What follows belongs to an exercise in optimizing a design on an open flow for small area and a short achievable clock period; a production flow would make more cautious choices.
Only simulation tests tie the RTL to the original design; equivalence was not proved.
Power is estimated from default activity; no workload was simulated.

===== flow/config.mk =====
export PLATFORM = sky130hd
export DESIGN_NAME = mips_single
export DESIGN_NICKNAME = mips_single
export VERILOG_FILES = /design/flow/design.v
export SDC_FILE = /design/flow/constraint.sdc
export NUM_CORES = 4
export LEC_CHECK = 0
export CAP_MARGIN = 20
export CORE_MARGIN = 2
export CORE_UTILIZATION = 40
export SLEW_MARGIN = 20

===== flow/constraint.sdc =====
create_clock -name core_clock -period 16.0 [get_ports {clk}]
set_input_delay 3.2000 -clock core_clock [delete_from_list [all_inputs] [get_ports {clk}]]
set_output_delay 3.2000 -clock core_clock [all_outputs]
set_load 0.01 [all_outputs]

===== flow/design.v =====
module FA(a, b, c, cout, sum);
    input a, b, c;
    output cout, sum;
    wire   e1, e2, e3;
    xor (e1, a, b);
    and (e2, a, b);
    and (e3, e1, c);
    or (cout,e2, e3);
    xor  (sum, e1, c);
endmodule
module ALU_slice( a, b, cin, inv, less, op, cout, out, sum );
	input a,b,cin,inv,less; 
	input [1:0] op;
	output cout, out,sum;
	wire bi,and1,or1,temp,sum;	
	xor(bi,inv,b);
	and(and1,a,b);
	or(or1,a,b);
	FA FA( .a(a), .b(bi), .c(cin), .cout(cout), .sum(sum) );  
	assign out = ( op[1] ) ? ( op[0] ? less : sum ) : ( op[0] ? or1 : and1 );  
endmodule
module Mux_2to1(in0, in1, sel, out);
    input  in0, in1,sel; 
    output out;
	assign out = (sel) ? in1 : in0;
endmodule
module Shifter(in, shamt, out);
	input [31:0] in ; 
	input [4:0] shamt ;  
	output [31:0] out ;
	wire [31:0] x,y,z,w;
	Mux_2to1  s4_31 (.in0(in[31]),.in1(1'b0),.sel(shamt[4]),.out(w[31]) );
	Mux_2to1  s4_30 (.in0(in[30]),.in1(1'b0),.sel(shamt[4]),.out(w[30]) );
	Mux_2to1  s4_29 (.in0(in[29]),.in1(1'b0),.sel(shamt[4]),.out(w[29]) );
	Mux_2to1  s4_28 (.in0(in[28]),.in1(1'b0),.sel(shamt[4]),.out(w[28]) );
	Mux_2to1  s4_27 (.in0(in[27]),.in1(1'b0),.sel(shamt[4]),.out(w[27]) );
	Mux_2to1  s4_26 (.in0(in[26]),.in1(1'b0),.sel(shamt[4]),.out(w[26]) );
	Mux_2to1  s4_25 (.in0(in[25]),.in1(1'b0),.sel(shamt[4]),.out(w[25]) );
	Mux_2to1  s4_24 (.in0(in[24]),.in1(1'b0),.sel(shamt[4]),.out(w[24]) );
	Mux_2to1  s4_23 (.in0(in[23]),.in1(1'b0),.sel(shamt[4]),.out(w[23]) );
	Mux_2to1  s4_22 (.in0(in[22]),.in1(1'b0),.sel(shamt[4]),.out(w[22]) );
	Mux_2to1  s4_21 (.in0(in[21]),.in1(1'b0),.sel(shamt[4]),.out(w[21]) );
	Mux_2to1  s4_20 (.in0(in[20]),.in1(1'b0),.sel(shamt[4]),.out(w[20]) );
	Mux_2to1  s4_19 (.in0(in[19]),.in1(1'b0),.sel(shamt[4]),.out(w[19]) );
	Mux_2to1  s4_18 (.in0(in[18]),.in1(1'b0),.sel(shamt[4]),.out(w[18]) );
	Mux_2to1  s4_17 (.in0(in[17]),.in1(1'b0),.sel(shamt[4]),.out(w[17]) );
	Mux_2to1  s4_16 (.in0(in[16]),.in1(1'b0),.sel(shamt[4]),.out(w[16]) );
	Mux_2to1  s4_15 (.in0(in[15]),.in1(in[31]),.sel(shamt[4]),.out(w[15]) );
	Mux_2to1  s4_14 (.in0(in[14]),.in1(in[30]),.sel(shamt[4]),.out(w[14]) );
	Mux_2to1  s4_13 (.in0(in[13]),.in1(in[29]),.sel(shamt[4]),.out(w[13]) );
	Mux_2to1  s4_12 (.in0(in[12]),.in1(in[28]),.sel(shamt[4]),.out(w[12]) );
	Mux_2to1  s4_11 (.in0(in[11]),.in1(in[27]),.sel(shamt[4]),.out(w[11]) );
	Mux_2to1  s4_10 (.in0(in[10]),.in1(in[26]),.sel(shamt[4]),.out(w[10]) );
	Mux_2to1  s4_9 (.in0(in[9]),.in1(in[25]),.sel(shamt[4]),.out(w[9]) );
	Mux_2to1  s4_8 (.in0(in[8]),.in1(in[24]),.sel(shamt[4]),.out(w[8]) );
	Mux_2to1  s4_7 (.in0(in[7]),.in1(in[23]),.sel(shamt[4]),.out(w[7]) );
	Mux_2to1  s4_6 (.in0(in[6]),.in1(in[22]),.sel(shamt[4]),.out(w[6]) );
	Mux_2to1  s4_5 (.in0(in[5]),.in1(in[21]),.sel(shamt[4]),.out(w[5]) );
	Mux_2to1  s4_4 (.in0(in[4]),.in1(in[20]),.sel(shamt[4]),.out(w[4]) );
	Mux_2to1  s4_3 (.in0(in[3]),.in1(in[19]),.sel(shamt[4]),.out(w[3]) );
	Mux_2to1  s4_2 (.in0(in[2]),.in1(in[18]),.sel(shamt[4]),.out(w[2]) );
	Mux_2to1  s4_1 (.in0(in[1]),.in1(in[17]),.sel(shamt[4]),.out(w[1]) );
	Mux_2to1  s4_0 (.in0(in[0]),.in1(in[16]),.sel(shamt[4]),.out(w[0]) );
	Mux_2to1  s3_31 (.in0(w[31]),.in1(1'b0),.sel(shamt[3]),.out(z[31]) );
	Mux_2to1  s3_30 (.in0(w[30]),.in1(1'b0),.sel(shamt[3]),.out(z[30]) );
	Mux_2to1  s3_29 (.in0(w[29]),.in1(1'b0),.sel(shamt[3]),.out(z[29]) );
	Mux_2to1  s3_28 (.in0(w[28]),.in1(1'b0),.sel(shamt[3]),.out(z[28]) );
	Mux_2to1  s3_27 (.in0(w[27]),.in1(1'b0),.sel(shamt[3]),.out(z[27]) );
	Mux_2to1  s3_26 (.in0(w[26]),.in1(1'b0),.sel(shamt[3]),.out(z[26]) );
	Mux_2to1  s3_25 (.in0(w[25]),.in1(1'b0),.sel(shamt[3]),.out(z[25]) );
	Mux_2to1  s3_24 (.in0(w[24]),.in1(1'b0),.sel(shamt[3]),.out(z[24]) );
	Mux_2to1  s3_23 (.in0(w[23]),.in1(w[31]),.sel(shamt[3]),.out(z[23]) );
	Mux_2to1  s3_22 (.in0(w[22]),.in1(w[30]),.sel(shamt[3]),.out(z[22]) );
	Mux_2to1  s3_21 (.in0(w[21]),.in1(w[29]),.sel(shamt[3]),.out(z[21]) );
	Mux_2to1  s3_20 (.in0(w[20]),.in1(w[28]),.sel(shamt[3]),.out(z[20]) );
	Mux_2to1  s3_19 (.in0(w[19]),.in1(w[27]),.sel(shamt[3]),.out(z[19]) );
	Mux_2to1  s3_18 (.in0(w[18]),.in1(w[26]),.sel(shamt[3]),.out(z[18]) );
	Mux_2to1  s3_17 (.in0(w[17]),.in1(w[25]),.sel(shamt[3]),.out(z[17]) );
	Mux_2to1  s3_16 (.in0(w[16]),.in1(w[24]),.sel(shamt[3]),.out(z[16]) );
	Mux_2to1  s3_15 (.in0(w[15]),.in1(w[23]),.sel(shamt[3]),.out(z[15]) );
	Mux_2to1  s3_14 (.in0(w[14]),.in1(w[22]),.sel(shamt[3]),.out(z[14]) );
	Mux_2to1  s3_13 (.in0(w[13]),.in1(w[21]),.sel(shamt[3]),.out(z[13]) );
	Mux_2to1  s3_12 (.in0(w[12]),.in1(w[20]),.sel(shamt[3]),.out(z[12]) );
	Mux_2to1  s3_11 (.in0(w[11]),.in1(w[19]),.sel(shamt[3]),.out(z[11]) );
	Mux_2to1  s3_10 (.in0(w[10]),.in1(w[18]),.sel(shamt[3]),.out(z[10]) );
	Mux_2to1  s3_9 (.in0(w[9]),.in1(w[17]),.sel(shamt[3]),.out(z[9]) );
	Mux_2to1  s3_8 (.in0(w[8]),.in1(w[16]),.sel(shamt[3]),.out(z[8]) );
	Mux_2to1  s3_7 (.in0(w[7]),.in1(w[15]),.sel(shamt[3]),.out(z[7]) );
	Mux_2to1  s3_6 (.in0(w[6]),.in1(w[14]),.sel(shamt[3]),.out(z[6]) );
	Mux_2to1  s3_5 (.in0(w[5]),.in1(w[13]),.sel(shamt[3]),.out(z[5]) );
	Mux_2to1  s3_4 (.in0(w[4]),.in1(w[12]),.sel(shamt[3]),.out(z[4]) );
	Mux_2to1  s3_3 (.in0(w[3]),.in1(w[11]),.sel(shamt[3]),.out(z[3]) );
	Mux_2to1  s3_2 (.in0(w[2]),.in1(w[10]),.sel(shamt[3]),.out(z[2]) );
	Mux_2to1  s3_1 (.in0(w[1]),.in1(w[9]),.sel(shamt[3]),.out(z[1]) );
	Mux_2to1  s3_0 (.in0(w[0]),.in1(w[8]),.sel(shamt[3]),.out(z[0]) );
	Mux_2to1  s2_31 (.in0(z[31]),.in1(1'b0),.sel(shamt[2]),.out(y[31]) );
	Mux_2to1  s2_30 (.in0(z[30]),.in1(1'b0),.sel(shamt[2]),.out(y[30]) );
	Mux_2to1  s2_29 (.in0(z[29]),.in1(1'b0),.sel(shamt[2]),.out(y[29]) );
	Mux_2to1  s2_28 (.in0(z[28]),.in1(1'b0),.sel(shamt[2]),.out(y[28]) );
	Mux_2to1  s2_27 (.in0(z[27]),.in1(z[31]),.sel(shamt[2]),.out(y[27]) );
	Mux_2to1  s2_26 (.in0(z[26]),.in1(z[30]),.sel(shamt[2]),.out(y[26]) );
	Mux_2to1  s2_25 (.in0(z[25]),.in1(z[29]),.sel(shamt[2]),.out(y[25]) );
	Mux_2to1  s2_24 (.in0(z[24]),.in1(z[28]),.sel(shamt[2]),.out(y[24]) );
	Mux_2to1  s2_23 (.in0(z[23]),.in1(z[27]),.sel(shamt[2]),.out(y[23]) );
	Mux_2to1  s2_22 (.in0(z[22]),.in1(z[26]),.sel(shamt[2]),.out(y[22]) );
	Mux_2to1  s2_21 (.in0(z[21]),.in1(z[25]),.sel(shamt[2]),.out(y[21]) );
	Mux_2to1  s2_20 (.in0(z[20]),.in1(z[24]),.sel(shamt[2]),.out(y[20]) );
	Mux_2to1  s2_19 (.in0(z[19]),.in1(z[23]),.sel(shamt[2]),.out(y[19]) );
	Mux_2to1  s2_18 (.in0(z[18]),.in1(z[22]),.sel(shamt[2]),.out(y[18]) );
	Mux_2to1  s2_17 (.in0(z[17]),.in1(z[21]),.sel(shamt[2]),.out(y[17]) );
	Mux_2to1  s2_16 (.in0(z[16]),.in1(z[20]),.sel(shamt[2]),.out(y[16]) );
	Mux_2to1  s2_15 (.in0(z[15]),.in1(z[19]),.sel(shamt[2]),.out(y[15]) );
	Mux_2to1  s2_14 (.in0(z[14]),.in1(z[18]),.sel(shamt[2]),.out(y[14]) );
	Mux_2to1  s2_13 (.in0(z[13]),.in1(z[17]),.sel(shamt[2]),.out(y[13]) );
	Mux_2to1  s2_12 (.in0(z[12]),.in1(z[16]),.sel(shamt[2]),.out(y[12]) );
	Mux_2to1  s2_11 (.in0(z[11]),.in1(z[15]),.sel(shamt[2]),.out(y[11]) );
	Mux_2to1  s2_10 (.in0(z[10]),.in1(z[14]),.sel(shamt[2]),.out(y[10]) );
	Mux_2to1  s2_9 (.in0(z[9]),.in1(z[13]),.sel(shamt[2]),.out(y[9]) );
	Mux_2to1  s2_8 (.in0(z[8]),.in1(z[12]),.sel(shamt[2]),.out(y[8]) );
	Mux_2to1  s2_7 (.in0(z[7]),.in1(z[11]),.sel(shamt[2]),.out(y[7]) );
	Mux_2to1  s2_6 (.in0(z[6]),.in1(z[10]),.sel(shamt[2]),.out(y[6]) );
	Mux_2to1  s2_5 (.in0(z[5]),.in1(z[9]),.sel(shamt[2]),.out(y[5]) );
	Mux_2to1  s2_4 (.in0(z[4]),.in1(z[8]),.sel(shamt[2]),.out(y[4]) );
	Mux_2to1  s2_3 (.in0(z[3]),.in1(z[7]),.sel(shamt[2]),.out(y[3]) );
	Mux_2to1  s2_2 (.in0(z[2]),.in1(z[6]),.sel(shamt[2]),.out(y[2]) );
	Mux_2to1  s2_1 (.in0(z[1]),.in1(z[5]),.sel(shamt[2]),.out(y[1]) );
	Mux_2to1  s2_0 (.in0(z[0]),.in1(z[4]),.sel(shamt[2]),.out(y[0]) );
	Mux_2to1  s1_31 (.in0(y[31]),.in1(1'b0),.sel(shamt[1]),.out(x[31]) );
	Mux_2to1  s1_30 (.in0(y[30]),.in1(1'b0),.sel(shamt[1]),.out(x[30]) );
	Mux_2to1  s1_29 (.in0(y[29]),.in1(y[31]),.sel(shamt[1]),.out(x[29]) );
	Mux_2to1  s1_28 (.in0(y[28]),.in1(y[30]),.sel(shamt[1]),.out(x[28]) );
	Mux_2to1  s1_27 (.in0(y[27]),.in1(y[29]),.sel(shamt[1]),.out(x[27]) );
	Mux_2to1  s1_26 (.in0(y[26]),.in1(y[28]),.sel(shamt[1]),.out(x[26]) );
	Mux_2to1  s1_25 (.in0(y[25]),.in1(y[27]),.sel(shamt[1]),.out(x[25]) );
	Mux_2to1  s1_24 (.in0(y[24]),.in1(y[26]),.sel(shamt[1]),.out(x[24]) );
	Mux_2to1  s1_23 (.in0(y[23]),.in1(y[25]),.sel(shamt[1]),.out(x[23]) );
	Mux_2to1  s1_22 (.in0(y[22]),.in1(y[24]),.sel(shamt[1]),.out(x[22]) );
	Mux_2to1  s1_21 (.in0(y[21]),.in1(y[23]),.sel(shamt[1]),.out(x[21]) );
	Mux_2to1  s1_20 (.in0(y[20]),.in1(y[22]),.sel(shamt[1]),.out(x[20]) );
	Mux_2to1  s1_19 (.in0(y[19]),.in1(y[21]),.sel(shamt[1]),.out(x[19]) );
	Mux_2to1  s1_18 (.in0(y[18]),.in1(y[20]),.sel(shamt[1]),.out(x[18]) );
	Mux_2to1  s1_17 (.in0(y[17]),.in1(y[19]),.sel(shamt[1]),.out(x[17]) );
	Mux_2to1  s1_16 (.in0(y[16]),.in1(y[18]),.sel(shamt[1]),.out(x[16]) );
	Mux_2to1  s1_15 (.in0(y[15]),.in1(y[17]),.sel(shamt[1]),.out(x[15]) );
	Mux_2to1  s1_14 (.in0(y[14]),.in1(y[16]),.sel(shamt[1]),.out(x[14]) );
	Mux_2to1  s1_13 (.in0(y[13]),.in1(y[15]),.sel(shamt[1]),.out(x[13]) );
	Mux_2to1  s1_12 (.in0(y[12]),.in1(y[14]),.sel(shamt[1]),.out(x[12]) );
	Mux_2to1  s1_11 (.in0(y[11]),.in1(y[13]),.sel(shamt[1]),.out(x[11]) );
	Mux_2to1  s1_10 (.in0(y[10]),.in1(y[12]),.sel(shamt[1]),.out(x[10]) );
	Mux_2to1  s1_9 (.in0(y[9]),.in1(y[11]),.sel(shamt[1]),.out(x[9]) );
	Mux_2to1  s1_8 (.in0(y[8]),.in1(y[10]),.sel(shamt[1]),.out(x[8]) );
	Mux_2to1  s1_7 (.in0(y[7]),.in1(y[9]),.sel(shamt[1]),.out(x[7]) );
	Mux_2to1  s1_6 (.in0(y[6]),.in1(y[8]),.sel(shamt[1]),.out(x[6]) );
	Mux_2to1  s1_5 (.in0(y[5]),.in1(y[7]),.sel(shamt[1]),.out(x[5]) );
	Mux_2to1  s1_4 (.in0(y[4]),.in1(y[6]),.sel(shamt[1]),.out(x[4]) );
	Mux_2to1  s1_3 (.in0(y[3]),.in1(y[5]),.sel(shamt[1]),.out(x[3]) );
	Mux_2to1  s1_2 (.in0(y[2]),.in1(y[4]),.sel(shamt[1]),.out(x[2]) );
	Mux_2to1  s1_1 (.in0(y[1]),.in1(y[3]),.sel(shamt[1]),.out(x[1]) );
	Mux_2to1  s1_0 (.in0(y[0]),.in1(y[2]),.sel(shamt[1]),.out(x[0]) );	
	Mux_2to1  s0_31 (.in0(x[31]),.in1(1'b0),.sel(shamt[0]),.out(out[31]) );
	Mux_2to1  s0_30 (.in0(x[30]),.in1(x[31]),.sel(shamt[0]),.out(out[30]) );
	Mux_2to1  s0_29 (.in0(x[29]),.in1(x[30]),.sel(shamt[0]),.out(out[29]) );
	Mux_2to1  s0_28 (.in0(x[28]),.in1(x[29]),.sel(shamt[0]),.out(out[28]) );
	Mux_2to1  s0_27 (.in0(x[27]),.in1(x[28]),.sel(shamt[0]),.out(out[27]) );
	Mux_2to1  s0_26 (.in0(x[26]),.in1(x[27]),.sel(shamt[0]),.out(out[26]) );
	Mux_2to1  s0_25 (.in0(x[25]),.in1(x[26]),.sel(shamt[0]),.out(out[25]) );
	Mux_2to1  s0_24 (.in0(x[24]),.in1(x[25]),.sel(shamt[0]),.out(out[24]) );
	Mux_2to1  s0_23 (.in0(x[23]),.in1(x[24]),.sel(shamt[0]),.out(out[23]) );
	Mux_2to1  s0_22 (.in0(x[22]),.in1(x[23]),.sel(shamt[0]),.out(out[22]) );
	Mux_2to1  s0_21 (.in0(x[21]),.in1(x[22]),.sel(shamt[0]),.out(out[21]) );
	Mux_2to1  s0_20 (.in0(x[20]),.in1(x[21]),.sel(shamt[0]),.out(out[20]) );
	Mux_2to1  s0_19 (.in0(x[19]),.in1(x[20]),.sel(shamt[0]),.out(out[19]) );
	Mux_2to1  s0_18 (.in0(x[18]),.in1(x[19]),.sel(shamt[0]),.out(out[18]) );
	Mux_2to1  s0_17 (.in0(x[17]),.in1(x[18]),.sel(shamt[0]),.out(out[17]) );
	Mux_2to1  s0_16 (.in0(x[16]),.in1(x[17]),.sel(shamt[0]),.out(out[16]) );
	Mux_2to1  s0_15 (.in0(x[15]),.in1(x[16]),.sel(shamt[0]),.out(out[15]) );
	Mux_2to1  s0_14 (.in0(x[14]),.in1(x[15]),.sel(shamt[0]),.out(out[14]) );
	Mux_2to1  s0_13 (.in0(x[13]),.in1(x[14]),.sel(shamt[0]),.out(out[13]) );
	Mux_2to1  s0_12 (.in0(x[12]),.in1(x[13]),.sel(shamt[0]),.out(out[12]) );
	Mux_2to1  s0_11 (.in0(x[11]),.in1(x[12]),.sel(shamt[0]),.out(out[11]) );
	Mux_2to1  s0_10 (.in0(x[10]),.in1(x[11]),.sel(shamt[0]),.out(out[10]) );
	Mux_2to1  s0_9 (.in0(x[9]),.in1(x[10]),.sel(shamt[0]),.out(out[9]) );
	Mux_2to1  s0_8 (.in0(x[8]),.in1(x[9]),.sel(shamt[0]),.out(out[8]) );
	Mux_2to1  s0_7 (.in0(x[7]),.in1(x[8]),.sel(shamt[0]),.out(out[7]) );
	Mux_2to1  s0_6 (.in0(x[6]),.in1(x[7]),.sel(shamt[0]),.out(out[6]) );
	Mux_2to1  s0_5 (.in0(x[5]),.in1(x[6]),.sel(shamt[0]),.out(out[5]) );
	Mux_2to1  s0_4 (.in0(x[4]),.in1(x[5]),.sel(shamt[0]),.out(out[4]) );
	Mux_2to1  s0_3 (.in0(x[3]),.in1(x[4]),.sel(shamt[0]),.out(out[3]) );
	Mux_2to1  s0_2 (.in0(x[2]),.in1(x[3]),.sel(shamt[0]),.out(out[2]) );
	Mux_2to1  s0_1 (.in0(x[1]),.in1(x[2]),.sel(shamt[0]),.out(out[1]) );
	Mux_2to1  s0_0 (.in0(x[0]),.in1(x[1]),.sel(shamt[0]),.out(out[0]) );
endmodule
module ALU( ctl, a, b, out, shamt );
  input [31:0] a,b;
  input [2:0] ctl;
  input [4:0] shamt;
  output [31:0] out;
  wire cout,inv;
  wire [1:0] op;
  wire [31:0] c,sum,temp,srl_out;  
  assign op = ctl[1:0];
  assign inv = ctl[2];
  ALU_slice i0( .a(a[0]), .b(b[0]), .cin(inv), .inv(inv), .op(op), .less(sum[31]),  .cout(c[0]), .out(temp[0]), .sum(sum[0]) );
  ALU_slice i1( .a(a[1]), .b(b[1]), .cin(c[0]), .inv(inv), .op(op), .less(1'b0), .cout(c[1]), .out(temp[1]), .sum(sum[1]));
  ALU_slice i2( .a(a[2]), .b(b[2]), .cin(c[1]), .inv(inv), .op(op), .less(1'b0), .cout(c[2]), .out(temp[2]), .sum(sum[2]));
  ALU_slice i3( .a(a[3]), .b(b[3]), .cin(c[2]), .inv(inv), .op(op), .less(1'b0), .cout(c[3]), .out(temp[3]), .sum(sum[3]));	
  ALU_slice i4( .a(a[4]), .b(b[4]), .cin(c[3]), .inv(inv), .op(op), .less(1'b0), .cout(c[4]), .out(temp[4]), .sum(sum[4]));
  ALU_slice i5( .a(a[5]), .b(b[5]), .cin(c[4]), .inv(inv), .op(op), .less(1'b0), .cout(c[5]), .out(temp[5]), .sum(sum[5]));
  ALU_slice i6( .a(a[6]), .b(b[6]), .cin(c[5]), .inv(inv), .op(op), .less(1'b0), .cout(c[6]), .out(temp[6]), .sum(sum[6]));
  ALU_slice i7( .a(a[7]), .b(b[7]), .cin(c[6]), .inv(inv), .op(op), .less(1'b0), .cout(c[7]), .out(temp[7]), .sum(sum[7]));	
  ALU_slice i8( .a(a[8]), .b(b[8]), .cin(c[7]), .inv(inv), .op(op), .less(1'b0), .cout(c[8]), .out(temp[8]), .sum(sum[8]));
  ALU_slice i9( .a(a[9]), .b(b[9]), .cin(c[8]), .inv(inv), .op(op), .less(1'b0), .cout(c[9]), .out(temp[9]), .sum(sum[9]));
  ALU_slice i10( .a(a[10]), .b(b[10]), .cin(c[9]), .inv(inv), .op(op), .less(1'b0), .cout(c[10]), .out(temp[10]), .sum(sum[10]));
  ALU_slice i11( .a(a[11]), .b(b[11]), .cin(c[10]), .inv(inv), .op(op), .less(1'b0), .cout(c[11]), .out(temp[11]), .sum(sum[11]));
  ALU_slice i12( .a(a[12]), .b(b[12]), .cin(c[11]), .inv(inv), .op(op), .less(1'b0), .cout(c[12]), .out(temp[12]), .sum(sum[12]));
  ALU_slice i13( .a(a[13]), .b(b[13]), .cin(c[12]), .inv(inv), .op(op), .less(1'b0), .cout(c[13]), .out(temp[13]), .sum(sum[13]));	
  ALU_slice i14( .a(a[14]), .b(b[14]), .cin(c[13]), .inv(inv), .op(op), .less(1'b0), .cout(c[14]), .out(temp[14]), .sum(sum[14]));
  ALU_slice i15( .a(a[15]), .b(b[15]), .cin(c[14]), .inv(inv), .op(op), .less(1'b0), .cout(c[15]), .out(temp[15]), .sum(sum[15]));
  ALU_slice i16( .a(a[16]), .b(b[16]), .cin(c[15]), .inv(inv), .op(op), .less(1'b0), .cout(c[16]), .out(temp[16]), .sum(sum[16]));
  ALU_slice i17( .a(a[17]), .b(b[17]), .cin(c[16]), .inv(inv), .op(op), .less(1'b0), .cout(c[17]), .out(temp[17]), .sum(sum[17]));	
  ALU_slice i18( .a(a[18]), .b(b[18]), .cin(c[17]), .inv(inv), .op(op), .less(1'b0), .cout(c[18]), .out(temp[18]), .sum(sum[18]));
  ALU_slice i19( .a(a[19]), .b(b[19]), .cin(c[18]), .inv(inv), .op(op), .less(1'b0), .cout(c[19]), .out(temp[19]), .sum(sum[19]));
  ALU_slice i20( .a(a[20]), .b(b[20]), .cin(c[19]), .inv(inv), .op(op), .less(1'b0), .cout(c[20]), .out(temp[20]), .sum(sum[20]));
  ALU_slice i21( .a(a[21]), .b(b[21]), .cin(c[20]), .inv(inv), .op(op), .less(1'b0), .cout(c[21]), .out(temp[21]), .sum(sum[21]));
  ALU_slice i22( .a(a[22]), .b(b[22]), .cin(c[21]), .inv(inv), .op(op), .less(1'b0), .cout(c[22]), .out(temp[22]), .sum(sum[22]));
  ALU_slice i23( .a(a[23]), .b(b[23]), .cin(c[22]), .inv(inv), .op(op), .less(1'b0), .cout(c[23]), .out(temp[23]), .sum(sum[23]));	
  ALU_slice i24( .a(a[24]), .b(b[24]), .cin(c[23]), .inv(inv), .op(op), .less(1'b0), .cout(c[24]), .out(temp[24]), .sum(sum[24]));
  ALU_slice i25( .a(a[25]), .b(b[25]), .cin(c[24]), .inv(inv), .op(op), .less(1'b0), .cout(c[25]), .out(temp[25]), .sum(sum[25]));
  ALU_slice i26( .a(a[26]), .b(b[26]), .cin(c[25]), .inv(inv), .op(op), .less(1'b0), .cout(c[26]), .out(temp[26]), .sum(sum[26]));
  ALU_slice i27( .a(a[27]), .b(b[27]), .cin(c[26]), .inv(inv), .op(op), .less(1'b0), .cout(c[27]), .out(temp[27]), .sum(sum[27]));	
  ALU_slice i28( .a(a[28]), .b(b[28]), .cin(c[27]), .inv(inv), .op(op), .less(1'b0), .cout(c[28]), .out(temp[28]), .sum(sum[28]));
  ALU_slice i29( .a(a[29]), .b(b[29]), .cin(c[28]), .inv(inv), .op(op), .less(1'b0), .cout(c[29]), .out(temp[29]), .sum(sum[29]));
  ALU_slice i30( .a(a[30]), .b(b[30]), .cin(c[29]), .inv(inv), .op(op), .less(1'b0), .cout(c[30]), .out(temp[30]), .sum(sum[30]));
  ALU_slice i31( .a(a[31]), .b(b[31]), .cin(c[30]), .inv(inv), .op(op), .less(1'b0), .cout(c[31]), .out(temp[31]), .sum(sum[31]));
  Shifter shifter( .in(b), .shamt(shamt), .out(srl_out) );
  assign out = (ctl == 3'b011) ? srl_out : temp ;   
endmodule
module add32(a, b, result);
  input [31:0] a, b;
  output [31:0] result;
  assign result = a + b;
endmodule
module sign_extend( immed_in, ext_immed_out );
	input[15:0] immed_in;
	output[31:0] ext_immed_out;
	assign ext_immed_out = { {16{immed_in[15]}}, immed_in };
endmodule
module mux2( sel, a, b, y );
    parameter bitwidth=32;
    input sel;
    input  [bitwidth-1:0] a, b;
    output [bitwidth-1:0] y;
    assign y = sel ? b : a;
endmodule
module mux4( sel, a, b, c, y );
    parameter bitwidth=32;
    input [1:0] sel ;
    input  [bitwidth-1:0] a, b, c;
    output [bitwidth-1:0] y;
    assign y = (sel == 2'b00 ) ? a :(sel == 2'b01) ? b : (sel == 2'b10) ? c : 32'bx	;
endmodule
module branch_equ( opcode, zero, a, b );
    parameter BEQ = 6'd4;
    input  [5:0] opcode;
    input  [31:0] a, b;
    output zero ;
    assign zero = (opcode == BEQ && a == b) ? 1'b1 : 1'b0;
endmodule
module control_single( opcode, RegDst, ALUSrc, MemtoReg, RegWrite,
					   MemRead, MemWrite, Branch, Jump, ALUOp);
    input[5:0] opcode;
    output RegDst, ALUSrc, MemtoReg, RegWrite, MemRead, MemWrite, Branch, Jump;
    output[1:0] ALUOp;
    reg RegDst, ALUSrc, MemtoReg, RegWrite, MemRead, MemWrite, Branch, Jump;
    reg[1:0] ALUOp;
    parameter R_FORMAT = 6'd0;
	parameter MADDU = 6'd28;
	parameter ADDIU = 6'd9;
    parameter LW = 6'd35;
    parameter SW = 6'd43;
    parameter BEQ = 6'd4;
	parameter J = 6'd2;
    always @( opcode ) begin
        case ( opcode )
          R_FORMAT :
          begin
				RegDst = 1'b1; ALUSrc = 1'b0; MemtoReg = 1'b0; RegWrite = 1'b1; MemRead = 1'b0;
				MemWrite = 1'b0; Branch = 1'b0; Jump = 1'b0; ALUOp = 2'b10;
          end
		  ADDIU :
	      begin
				RegDst = 1'b0; ALUSrc = 1'b1; MemtoReg = 1'b0; RegWrite = 1'b1; MemRead = 1'b0;
				MemWrite = 1'b0; Branch = 1'b0; Jump = 1'b0; ALUOp = 2'b00;
		  end
          MADDU :
          begin
				RegDst = 1'b1; ALUSrc = 1'b0; MemtoReg = 1'b0; RegWrite = 1'b1; MemRead = 1'b0;
				MemWrite = 1'b0; Branch = 1'b0; Jump = 1'b0; ALUOp = 2'b10;
          end
          LW :
          begin
				RegDst = 1'b0; ALUSrc = 1'b1; MemtoReg = 1'b1; RegWrite = 1'b1; MemRead = 1'b1;
				MemWrite = 1'b0; Branch = 1'b0; Jump = 1'b0; ALUOp = 2'b00;
          end
          SW :
          begin
				RegDst = 1'b0; ALUSrc = 1'b1; MemtoReg = 1'b0; RegWrite = 1'b0; MemRead = 1'b0;
				MemWrite = 1'b1; Branch = 1'b0; Jump = 1'b0; ALUOp = 2'b00;
          end
          BEQ :
          begin
				RegDst = 1'b0; ALUSrc = 1'b0; MemtoReg = 1'b0; RegWrite = 1'b0; MemRead = 1'b0;
				MemWrite = 1'b0; Branch = 1'b1; Jump = 1'b0; ALUOp = 2'b01;
          end
		  J :
		  begin
				RegDst = 1'b0; ALUSrc = 1'b0; MemtoReg = 1'b0; RegWrite = 1'b0; MemRead = 1'b0;
				MemWrite = 1'b0; Branch = 1'b1; Jump = 1'b1; ALUOp = 2'b01;
		  end
          default
          begin
				RegDst=1'b0; ALUSrc=1'b0; MemtoReg=1'b0; RegWrite=1'b0; MemRead=1'b0;
				MemWrite=1'b0; Branch=1'b0; Jump = 1'b0; ALUOp = 2'b00;
          end
        endcase
    end
endmodule
module alu_ctl(ALUOp, Funct, ALUOperation, mul, sel );
    input [1:0] ALUOp;
    input [5:0] Funct;
    output [2:0] ALUOperation;
    reg    [2:0] ALUOperation;
    output reg [1:0] mul;
    output reg [1:0] sel;
    parameter F_add = 6'd32;
    parameter F_sub = 6'd34;
    parameter F_and = 6'd36;
    parameter F_or  = 6'd37;
    parameter F_slt = 6'd42;
	parameter F_srl = 6'd02;
    parameter F_multu = 6'd25;
	parameter F_maddu = 6'd01;
	parameter F_mfhi = 6'd16;
    parameter F_mflo = 6'd18;
	parameter F_NOP = 6'd0;
    parameter ALU_add = 3'b010;
    parameter ALU_sub = 3'b110;
    parameter ALU_and = 3'b000;
    parameter ALU_or  = 3'b001;
    parameter ALU_slt = 3'b111;
	parameter ALU_srl = 3'b011;
    always @(ALUOp or Funct)
    begin
	mul = 2'b00;
	sel = 2'b00;
	ALUOperation = ALU_and;
        case (ALUOp)
            2'b00 : ALUOperation = ALU_add;
            2'b01 : ALUOperation = ALU_sub;
            2'b10 : case (Funct)
                        F_add : ALUOperation = ALU_add;
                        F_sub : ALUOperation = ALU_sub;
                        F_and : ALUOperation = ALU_and;
                        F_or  : ALUOperation = ALU_or;
                        F_slt : ALUOperation = ALU_slt;
						F_srl : ALUOperation = ALU_srl;
						F_multu :  mul = 2'b01 ;
						F_maddu :  mul = 2'b10 ;
						F_mfhi : sel = 2'b01;
						F_mflo : sel = 2'b10;
                        default ALUOperation = ALU_and;
                    endcase
            default ALUOperation = ALU_and;
        endcase
    end
endmodule
module reg32 ( clk, rst, en_reg, d_in, d_out, mul );
    input clk, rst, en_reg;
	input [1:0] mul;
    input[31:0]	d_in;
    output[31:0] d_out;
    reg [31:0] d_out;
	reg [7:0] counter;
    always @( posedge clk ) begin
        if ( rst ) begin
			d_out <= 32'b0;
			counter <= 8'd0;
		end
		else if ( mul > 0 && counter < 32 )
		  counter <= counter + 1;
        else begin
		  counter <= 8'd0;
		  if ( en_reg )
			d_out <= d_in;
		end
    end
endmodule
module IF_ID ( clk, rst, en_reg, pc_out, ins_out, pc_in, ins_in, mul  );
    input clk, rst, en_reg;
    input[31:0]	pc_in, ins_in;
    output[31:0] pc_out, ins_out;
    reg [31:0] pc_out, ins_out;
   	reg [7:0] counter;
	input [1:0] mul;
    always @( posedge clk ) begin
      if ( rst ) begin
		pc_out  <= 32'b0;
		ins_out <= 32'b0;
		counter <= 8'd0;
	  end
	  else if ( mul > 0 && counter < 32 )
	    counter <= counter + 1;
      else begin
	    counter <= 8'd0;
	    if ( en_reg ) begin
		  pc_out  <= pc_in;
		  ins_out <= ins_in;
	    end
	  end
    end
endmodule
module ID_EX ( clk, rst, en_reg, WB_out, MEM_out, EX_out, shamt_out, funct_out, RD1_out, RD2_out, immed_out, rt_out, rd_out,
							mul, WB_in,  MEM_in,  EX_in,  shamt_in,  funct_in,  RD1_in,  RD2_in,  immed_in,  rt_in,  rd_in );
    input clk, rst, en_reg;
	input [1:0]  WB_in;
	input [1:0]  MEM_in;
	input [3:0]  EX_in;
	input [4:0]	 rt_in, rd_in, shamt_in;
	input [5:0]  funct_in;
    input [31:0] RD1_in, RD2_in, immed_in;
	output reg[1:0]  WB_out;
	output reg[1:0]  MEM_out;
	output reg[3:0]  EX_out;
	output reg[4:0]  rt_out, rd_out, shamt_out;
	output reg[5:0]  funct_out;
    output reg[31:0] RD1_out, RD2_out, immed_out;
   	reg [7:0] counter;
	input [1:0] mul;
    always @( posedge clk ) begin
    if ( rst ) begin
		WB_out    <= 2'b0;
		MEM_out   <= 2'b0;
		EX_out	  <= 4'b0;
		shamt_out <= 5'b0;
		funct_out <= 6'b0;
		RD1_out   <= 32'b0;
		RD2_out   <= 32'b0;
		immed_out <= 32'b0;
		rt_out    <= 5'b0;
		rd_out    <= 5'b0;
		counter   <= 8'd0;
	end
	else if ( mul > 0 && counter < 32 )
	  counter <= counter + 1;
    else begin
	  counter <= 8'd0;
	  if ( en_reg ) begin
		WB_out    <=  WB_in;
		MEM_out   <=  MEM_in;
		EX_out	  <=  EX_in;
		shamt_out <=  shamt_in;
		funct_out <=  funct_in;
		RD1_out   <=  RD1_in;
		RD2_out   <=  RD2_in;
		immed_out <=  immed_in;
		rt_out    <=  rt_in;
		rd_out    <=  rd_in;
	  end
	end
    end
endmodule
module EX_MEM ( clk, rst, en_reg, WB_out, MEM_out, alu_out, RD2_out, WN_out,
								  WB_in,  MEM_in,  alu_in,  RD2_in,  WN_in, mul);
    input clk, rst, en_reg;
	input [1:0]  WB_in;
	input [1:0]  MEM_in;
	input [4:0]	 WN_in;
    input [31:0] RD2_in, alu_in;
	output reg [1:0]  WB_out;
	output reg [1:0]  MEM_out;
	output reg [4:0]  WN_out;
    output reg [31:0] RD2_out, alu_out;
	reg [7:0] counter;
	input [1:0] mul;
    always @( posedge clk ) begin
      if ( rst ) begin
		WB_out    <= 2'b0;
		MEM_out   <= 2'b0;
		alu_out   <= 32'b0;
		RD2_out   <= 32'b0;
		WN_out    <= 5'b0;
		counter   <= 8'd0;
	  end
	  else if ( mul > 0 && counter < 32 )
	    counter <= counter + 1;
      else begin
	    counter <= 8'd0;
	    if ( en_reg ) begin
		  WB_out    <=  WB_in;
		  MEM_out   <=  MEM_in;
		  alu_out   <=  alu_in;
		  RD2_out   <=  RD2_in;
		  WN_out    <=  WN_in;
	    end
	  end
    end
endmodule
module MEM_WB ( clk, rst, en_reg, WB_out, RD_out, ADDR_out, WN_out,
								  WB_in,  RD_in,  ADDR_in,  WN_in , mul);
    input clk, rst, en_reg;
	input [1:0]  WB_in;
	input [4:0]	 WN_in;
    input [31:0] RD_in, ADDR_in;
	output reg[1:0]  WB_out;
	output reg[4:0]  WN_out;
    output reg[31:0] RD_out, ADDR_out;
	reg [7:0] counter;
	input [1:0] mul;
    always @( posedge clk ) begin
      if ( rst ) begin
		WB_out    <= 2'b0;
		RD_out    <= 32'b0;
		ADDR_out  <= 32'b0;
		WN_out    <= 5'b0;
		counter   <= 8'd0;
	  end
	  else if ( mul > 0 && counter < 32 )
	    counter <= counter + 1;
      else begin
	    counter <= 8'd0;
	    if ( en_reg ) begin
		  WB_out    <=  WB_in;
		  RD_out    <=  RD_in;
		  ADDR_out  <=  ADDR_in;
		  WN_out    <=  WN_in;
	    end
	  end
    end
endmodule
module reg_file( clk, RegWrite, RN1, RN2, WN, WD, RD1, RD2, mul );
	input clk;
	input RegWrite;
	input[4:0] RN1, RN2, WN;
	input[31:0] WD;
	output[31:0] RD1, RD2;
	reg [7:0] counter;
	input [1:0] mul;
	reg[31:0] RD1, RD2;
	reg[31:0] file_array[31:1];
	always @( * ) begin
		if ( RN1 == 0 )
			RD1 = 32'd0;
		else
			RD1 = file_array[RN1];
	end
	always @( * ) begin
		if ( RN2 == 0 )
			RD2 = 32'd0;
		else
			RD2 = file_array[RN2];
	end
	always @( posedge clk ) begin
		if ( mul > 0 && counter < 32 )
	      counter <= counter + 1;
		else begin
		  counter <= 8'd0;
		  if ( RegWrite && (WN != 0) )
			file_array[WN] <= WD;
		end
	end
endmodule
module Multiplier( in0, in1, out, reset, clk, mul, open ) ;
    input       [31:0] in0, in1 ;
	input       reset, clk ;
	input       [1:0] mul;
	output reg  [63:0] out ;
	output      open;
	reg         [6:0] count ;
	reg         [63:0] MCND, PROD ;
	reg         [31:0] MPY ;
	assign open = ( mul > 0 && count < 32 ) ;
	always @ ( posedge clk )
	begin
	    if( reset )
		begin
		    MCND <= 0 ;
		    MPY <= 0 ;
		    PROD <= 0 ;
	        count <= 0 ;
		    out <= 0 ;
	    end
		else if( open )
		begin
		    if( count == 0 )
		    begin
		        MCND <= { 31'b0, in0, 1'b0 } ;
		        MPY  <= in1 >> 1 ;
		        PROD <= in1[0] ? { 32'b0, in0 } : 64'b0 ;
		    end
		    else
		    begin
		        if( MPY[0] == 1'b1 )
			        PROD <= PROD + MCND ;
			    MCND <= MCND << 1 ;
			    MPY  <= MPY  >> 1 ;
			    if( count == 31 )
			        out <= MPY[0] ? PROD + MCND : PROD ;
		    end
			count <= count + 1 ;
		end
		else
		    count <= 0 ;
	end
endmodule
module HiLo( clk, MulAns, HiOut, LoOut, reset, mul, open );
	input clk ;
	input reset,open ;
	input [63:0]  MulAns ;
	input [1:0]	  mul;
	output [31:0] HiOut ;
	output [31:0] LoOut ;
	reg [63:0] HiLo ;
	always@( posedge clk )  begin
	  if ( reset == 1'b1 )
		HiLo <= 64'b0 ;
	  else if( open == 0 && mul > 0 ) begin
	    if( mul == 2'b01 )
		  HiLo <= MulAns ;
	    else if( mul == 2'b10 )
	      HiLo <= HiLo + MulAns;
	  end
	end
	assign HiOut = HiLo[63:32] ;
	assign LoOut = HiLo[31:0] ;
endmodule
module mips_single( clk, rst, imem_addr, imem_rdata, dmem_addr, dmem_wdata, dmem_we, dmem_re, dmem_rdata );
	input clk, rst;
	output [31:0] imem_addr;
	input  [31:0] imem_rdata;
	output [31:0] dmem_addr, dmem_wdata;
	output dmem_we, dmem_re;
	input  [31:0] dmem_rdata;
	wire[31:0] instr;
	wire [5:0] opcode, funct;
    wire [4:0] rs, rt, rd, shamt;
    wire [15:0] immed;
    wire [31:0] extend_immed, b_offset;
    wire [25:0] jumpoffset;
    wire [4:0] rfile_wn;
    wire [31:0] rfile_rd1, rfile_rd2, rfile_wd, alu_b, alu_ans, b_tgt, pc_next,
                pc, pc_incr, dmem_rdata_w, jump_addr, branch_addr,HiOut,LoOut;
    wire RegWrite, Branch, PCSrc, RegDst, MemtoReg, MemRead, MemWrite, ALUSrc, Zero, Jump, open;
    wire [1:0] ALUOp, ALU_Out_Sel,mul;
    wire [2:0] Operation;
	wire [63:0] mul_ans;
	wire [1:0] WB_reg_1, WB_reg_2, WB_reg_3, WB_reg_4;
	wire [1:0] MEM_reg_1, MEM_reg_2, MEM_reg_3;
	wire [3:0] EX_reg_1, EX_reg_2;
	wire [4:0] wn_2, wn_3, rt_out, rd_out, shamt_out;
	wire [5:0] funct_out;
	wire [31:0] rfile_rd1_out, rfile_rd2_out, rd2ToWD, aluToADDR, alu_out, ADDR_out, b_tgt_out, pc_incr_out, dmem_rdata_out,
				result_immd_out, instr_out;
    assign opcode = instr_out[31:26];
    assign rs = instr_out[25:21];
    assign rt = instr_out[20:16];
    assign rd = instr_out[15:11];
    assign shamt = instr_out[10:6];
    assign funct = instr_out[5:0];
    assign immed = instr_out[15:0];
    assign jumpoffset = instr_out[25:0];
    assign b_offset = extend_immed << 2;
	assign jump_addr = { pc_incr[31:28], jumpoffset << 2 };
	assign WB_reg_1 = { RegWrite, MemtoReg };
	assign MEM_reg_1 = { MemRead, MemWrite };
	assign EX_reg_1 = { RegDst, ALUOp, ALUSrc };
	assign imem_addr = pc;
	assign instr = imem_rdata;
	assign dmem_addr = aluToADDR;
	assign dmem_wdata = rd2ToWD;
	assign dmem_we = MEM_reg_3[0] & ~open;
	assign dmem_re = MEM_reg_3[1];
	assign dmem_rdata_w = dmem_rdata;
	reg32 PC( .clk(clk), .rst(rst), .en_reg(1'b1), .d_in(pc_next), .d_out(pc),.mul(mul) );
	sign_extend SignExt( .immed_in(immed), .ext_immed_out(extend_immed) );
	add32 PCADD( .a(pc), .b(32'd4), .result(pc_incr) );
    add32 BRADD( .a(pc_incr_out), .b(b_offset), .result(b_tgt) );
    ALU AlU( .a(rfile_rd1_out), .b(alu_b), .ctl(Operation), .out(alu_ans), .shamt(shamt_out) );
	Multiplier  multiplier( .clk(clk), .in0(rfile_rd1_out), .in1(rfile_rd2_out), .out(mul_ans), .mul(mul), .reset(rst), .open(open) );
	HiLo Hilo( .clk(clk), .MulAns(mul_ans), .HiOut(HiOut), .LoOut(LoOut), .reset(rst), .mul(mul), .open(open) );
	branch_equ equ( .opcode(opcode), .zero(Zero), .a(rfile_rd1), .b(rfile_rd2) );
    and BR_AND(PCSrc, Branch, Zero);
    mux2 #(5) RFMUX( .sel(EX_reg_2[3]), .a(rt_out), .b(rd_out), .y(wn_2) );  
    mux2 #(32) PCMUX( .sel(PCSrc), .a(pc_incr), .b(b_tgt), .y(branch_addr) );  
	mux2 #(32) JMUX( .sel(Jump), .a(branch_addr), .b(jump_addr), .y(pc_next) );  
    mux2 #(32) ALUMUX( .sel(EX_reg_2[0]), .a(rfile_rd2_out), .b(result_immd_out), .y(alu_b) );  
    mux2 #(32) WRMUX( .sel(WB_reg_4[0]), .a(ADDR_out), .b(dmem_rdata_out), .y(rfile_wd) );  
	mux4 #(32) OUTMUX( .sel(ALU_Out_Sel), .a(alu_ans), .b(HiOut), .c(LoOut), .y(alu_out) );  
    control_single CTL(.opcode(opcode), .RegDst(RegDst), .ALUSrc(ALUSrc), .MemtoReg(MemtoReg),
                       .RegWrite(RegWrite), .MemRead(MemRead), .MemWrite(MemWrite), .Branch(Branch),
                       .Jump(Jump), .ALUOp(ALUOp) );
    alu_ctl ALUCTL( .ALUOp(EX_reg_2[2:1]), .Funct(funct_out), .ALUOperation(Operation), .mul(mul), .sel(ALU_Out_Sel) );
	reg_file RegFile( .clk(clk), .RegWrite(WB_reg_4[1]), .RN1(rs), .RN2(rt), .WN(rfile_wn), .WD(rfile_wd), .RD1(rfile_rd1), .RD2(rfile_rd2), .mul(mul) );
	IF_ID IF_ID_Reg( .clk(clk), .rst(rst), .en_reg(1'b1), .pc_out(pc_incr_out), .ins_out(instr_out), .pc_in(pc_incr), .ins_in(instr), .mul(mul) );
	ID_EX ID_EX_Reg( .clk(clk), .rst(rst), .en_reg(1'b1), .WB_out(WB_reg_2), .MEM_out(MEM_reg_2), .EX_out(EX_reg_2), .shamt_out(shamt_out), .funct_out(funct_out),
					 .RD1_out(rfile_rd1_out), .RD2_out(rfile_rd2_out), .immed_out(result_immd_out), .rt_out(rt_out), .rd_out(rd_out),
					 .WB_in(WB_reg_1), .MEM_in(MEM_reg_1), .EX_in(EX_reg_1), .shamt_in(shamt), .funct_in(funct), .RD1_in(rfile_rd1), .RD2_in(rfile_rd2),
					 .immed_in(extend_immed), .rt_in(rt), .rd_in(rd), .mul(mul) );
	EX_MEM EX_MEM_Reg( .clk(clk), .rst(rst), .en_reg(1'b1), .WB_out(WB_reg_3), .MEM_out(MEM_reg_3), .alu_out(aluToADDR), .RD2_out(rd2ToWD), .WN_out(wn_3)
											, .mul(mul) , .WB_in(WB_reg_2), .MEM_in(MEM_reg_2), .alu_in(alu_out), .RD2_in(rfile_rd2_out), .WN_in(wn_2) );
	MEM_WB MEM_WB_Reg( .clk(clk), .rst(rst), .en_reg(1'b1), .WB_out(WB_reg_4), .RD_out(dmem_rdata_out), .ADDR_out(ADDR_out), .WN_out(rfile_wn)
														  ,	.WB_in(WB_reg_3), .RD_in(dmem_rdata_w), .ADDR_in(aluToADDR), .WN_in(wn_3), .mul(mul) );
endmodule

===== flow/run.sh =====
#!/bin/bash
# synth_recipe.tcl (not shown) runs the flow's synth.tcl, then flattens the netlist and writes it again
# the make line also repeats each setting of config.mk as NAME=value (left out here)
make -C /OpenROAD-flow-scripts/flow DESIGN_CONFIG=/design/flow/config.mk WORK_HOME=/design/flow/orfs CLKGATE_MAP_FILE= SYNTH_SCRIPT=/design/flow/synth_recipe.tcl finish

==> key figures <==
Run status
  • Status: timing/DRC/antenna clean

CTS
  • CTS clk-pin slew, worst paths: approximately 70 ps
  • CTS root buf: clkbuf_16
  • Clock Latency Late Sink: 880 ps
  • Clk buf depth: 3
  • Hold buffer count at cts: 0
  • H-tree depth reported by CTS: 4
  • CTS tree: built
  • CTS buffer count: around 190
  • Clk sink count: 1674

STA
  • Min Clock Period, post-route: 15450 ps
  • Setup-failing EPs final: 0
  • Clock Skews: between 80 and 90 ps
  • Worst slew pin tran: between 1000 and 1500 ps
  • Pins Over Slew Limit: 0
  • Total negative slack: 0 ps
  • Max Clk Rate: ~65 MHz
  • Final hold violation count: 0
  • Final hold slack: roughly 440 ps
  • Relative slew slack: between 10% and 20%
  • RSZ-0062 raised after global routing: false
  • Post-route clock period utilization: 96.58%

Finish
  • Share of cells above drive strength 1: 10.91%
  • Fin nets: ~8100
  • Fill cells: a little under 20000
  • Area delta synth->final: 12.19%

Die
  • Core Region: 0.2150 mm²
  • Row count: 170
  • Initial core utilization: approximately two fifths
  • Die area: approximately 0.22 mm²
  • Die height: 469.7 µm
  • Die boundary width: around 470 µm
  • # IOs: roughly 160

Yosys
  • Mapped Area: roughly 0.087 mm²
  • Synth top area share: between 30% and 40%
  • Synth Area in Adders: between 3 and 4%
  • EDFF count, synth: between 900 and 1000
  • Count leader, synth: edfxtp_1
  • Post-synth ARST share: 0%
  • Area fraction in compound gates after synthesis: between 10% and 20%
  • Leading area contributor after synthesis: edfxtp_1
  • Synth top area cells: edfxtp_1 (34%), dfxtp_1 (16%), mux2i_1 (8.2%)
  • Synth Area in Simple Gates: ~11%
  • Syn avg cell area: 10.89 µm²
  • Register bit total from synthesis: between 1500 and 2000
  • Netlist cell types: 93
  • Mux share of post-synthesis cell area: between 10% and 20%
  • Mapped Cells: ~8000
  • Main combinational cell family by area after synthesis: multiplexers
  • Commonest cells post-synth: edfxtp_1 (992), nand2_1 (824), mux2i_1 (714), dfxtp_1 (682), nor2_1 (674)
  • Post-synthesis sequential area ratio: 50.08%
  • Yosys warning total: 10
  • XOR/XNOR Fraction of Synth Area: 2.383%
  • Most used DFF post-synth: edfxtp_1

Placed design
  • Port bufs: 163
  • Final HPWL DP: 201.5 mm
  • GPL Wtd Cong: around 0.95

Power and ir drop
  • Comb pwr share: under 10%
  • Sw power: about 2.6 mW
  • Clock network power share: 43.0%
  • Max VDD drop: 0.09877 mV
  • P_int: approximately 7.5 mW
  • Seq pwr share: between 40 and 50%
  • Power Total: 10.13 mW
  • Leakage power: ~33 nW
  • Switch share: 25.98%
  • Pwr dens: about 100 mW/mm²

Setup path
  • CP peak stage delay: 470 ps
  • Worst EP required: 16810 ps
  • CP arrival: ~16000 ps
  • CP dominant cell by count: fa_1
  • Crit. End Element: register
  • CP Max Fanout: 5
  • CP Launch Type: register
  • Setup slack, reg-to-reg: between 500 and 600 ps
  • Critical path class: register to register
  • Slowest CP cell: fa_1

Route
  • Starting DRC count in detailed routing: 7734
  • Post-DR wirelength/cell: approximately 28 µm
  • DRT Wirelength: 308.4 mm
  • DRC: 0
  • Via count: 67430
  • ANT nets after route: 0
  • Vias/cell: 6.192
  • TritonRoute pass-1 iters: 12

Global routing
  • Vias in the first global route: 64170
  • GRT Overall Usage: a little over a quarter
  • First-pass GRT wire length: roughly 450 mm
  • Initial antenna violation count: 6
  • Global route total overflow: 0
  • Largest net degree at the start of global routing: 150

Job
  • Max_cap viols: 0

Worst hold path
  • Worst hold path class: register to register
==> worst paths after layout <==
check	startpoint	cells after the start	endpoint
setup / recovery	ID_EX_Reg.immed_out[0]	42	EX_MEM_Reg.alu_out[0]
hold / removal	PC.counter[0]	1	PC.counter[0]
setup reg to reg	ID_EX_Reg.immed_out[0]	42	EX_MEM_Reg.alu_out[0]
hold reg to reg	PC.counter[0]	1	PC.counter[0]
==> registers in the layout, summed over array words and instances (netlist names), 63 cells and up, named ones only <==
register / flops
multiplier.out: 64
multiplier.MCND: 63
multiplier.PROD: 64
Hilo.HiLo: 64
RegFile.file_array: 992
==> through the flow <==
step | cell area, µm² | std cells | utilization [%] | setup slack (ps)
3_5_place_dp | 91080 | 10540 | 42.35 | 325.8
5_1_grt | 97310 | 10880 | 45.25 | 21.04
3_3_place_gp | 91070 | 10540 | 42.35 | 280.1
2_1_floorplan | 86790 | 7980 | - | 343.6
4_1_cts | 97280 | 10880 | 45.24 | 281.1
6_report | 97320 | 10890 | 45.26 | 547.6
==> cells in the final DEF, fill, tap and decap left out, types with 47 or more instances in the layout <==
cell,Yosys,layout
nand2_1,824,824
buf_4,40,150
nor3_1,103,99
a22oi_1,228,228
and3_1,48,47
o22ai_1,70,70
o211ai_1,56,56
nor2_1,674,641
mux2_2,145,145
nand4_1,92,92
dfxtp_1,682,670
xnor2_1,148,148
clkdlybuf4s50_1,0,162
a211oi_1,230,224
clkbuf_16,0,186
nor2b_1,72,66
xor2_1,88,88
edfxtp_1,992,992
a21o_1,83,83
mux4_2,182,182
inv_1,85,84
a311oi_1,83,83
o21ai_0,318,316
nand3_1,248,248
ha_1,165,164
clkbuf_1,410,47
a21oi_1,505,503
mux2i_1,714,714
==> repair_timing <==
| item | 4_1_cts | 5_1_grt |
|---|---|---|
| endpoints found under the setup margin | 0 | 2 |
| resized for setup | 0 | 6 |
| buffers inserted | 0 | 0 |
==> worst max-delay path, delay by kind of cell (launching register included) <==
family,cells,cell delay [ps]
flops,1,320
simple gates,2,180
fa+ha+maj,30,13070
xor+xnor,3,500
buf+inv,1,150
compound gates,4,640
mux,2,500
==> metal layers <==
layer	wire length, µm	track usage (%)	vias to the layer above
li1	-	-	29860
met1	126400	36.33	33660
met2	139700	42.74	3283
met3	26280	4.435	635
met4	16030	12.97	0
met5	0	0	-
==> area by class of cell <==
class	instances	area [µm²]	area share, %
multi-input cells	5616	40850	41.97
clock inverters	102	1206	1.239
inverters	87	326.6	0.3356
diodes	7	17.52	0.01800
flip-flops and latches	1674	43470	44.67
well taps	2838	3551	3.649
repair buffers	320	2903	2.983
clock buffers	245	4996	5.134
==> kinds of logic (layout without fill, tap and decap cells) <==
family          Yosys count  count (layout)
simple gates           2200            2200
other cells               1              20
buf+inv                 690             754
mux                    1050            1050
fa+ha+maj               229             229
xor+xnor                236             236
flops                  1674            1674
compound gates         1888            1888
==> power by group through the flow <==
stage | sequential (mW) | clock, mW | combinational, mW
finish | 4.77 | 4.36 | 1.00
global route | 4.78 | 4.58 | 1.05
CTS | 4.77 | 4.41 | 0.983
detailed placement | 4.86 | 0 | 0.979
global placement | 4.86 | 0 | 0.972
floorplan | 4.80 | 0 | 0.595

static timing again, ports no longer ideal:
The results above use ideal ports. As a check the final layout listed here was re-extracted and re-timed, cells and wires unchanged. Step 1 (the two cells are an assumption about what drives the block):
set clk [get_ports {clk}]
set_driving_cell -lib_cell sky130_fd_sc_hd__clkbuf_16 $clk
set_driving_cell -lib_cell sky130_fd_sc_hd__buf_2 [delete_from_list [all_inputs] $clk]
Step 2 also shifts input and output timing later by t, the mid clock arrival at the registers, as if the neighbouring blocks saw the same clock. Slacks: ideal / step 1 / step 2; pairs: ideal / step 1.
t, ns: 0.934
setup slack, ns: 0.548 / 0.548 / 0.548
worst slew at a driven data input, ns: 0.11
After both steps this run still meets setup and hold. For this run, drivers alone change the setup slack by 0.000 ns; drivers and shift together by 0.000 ns.
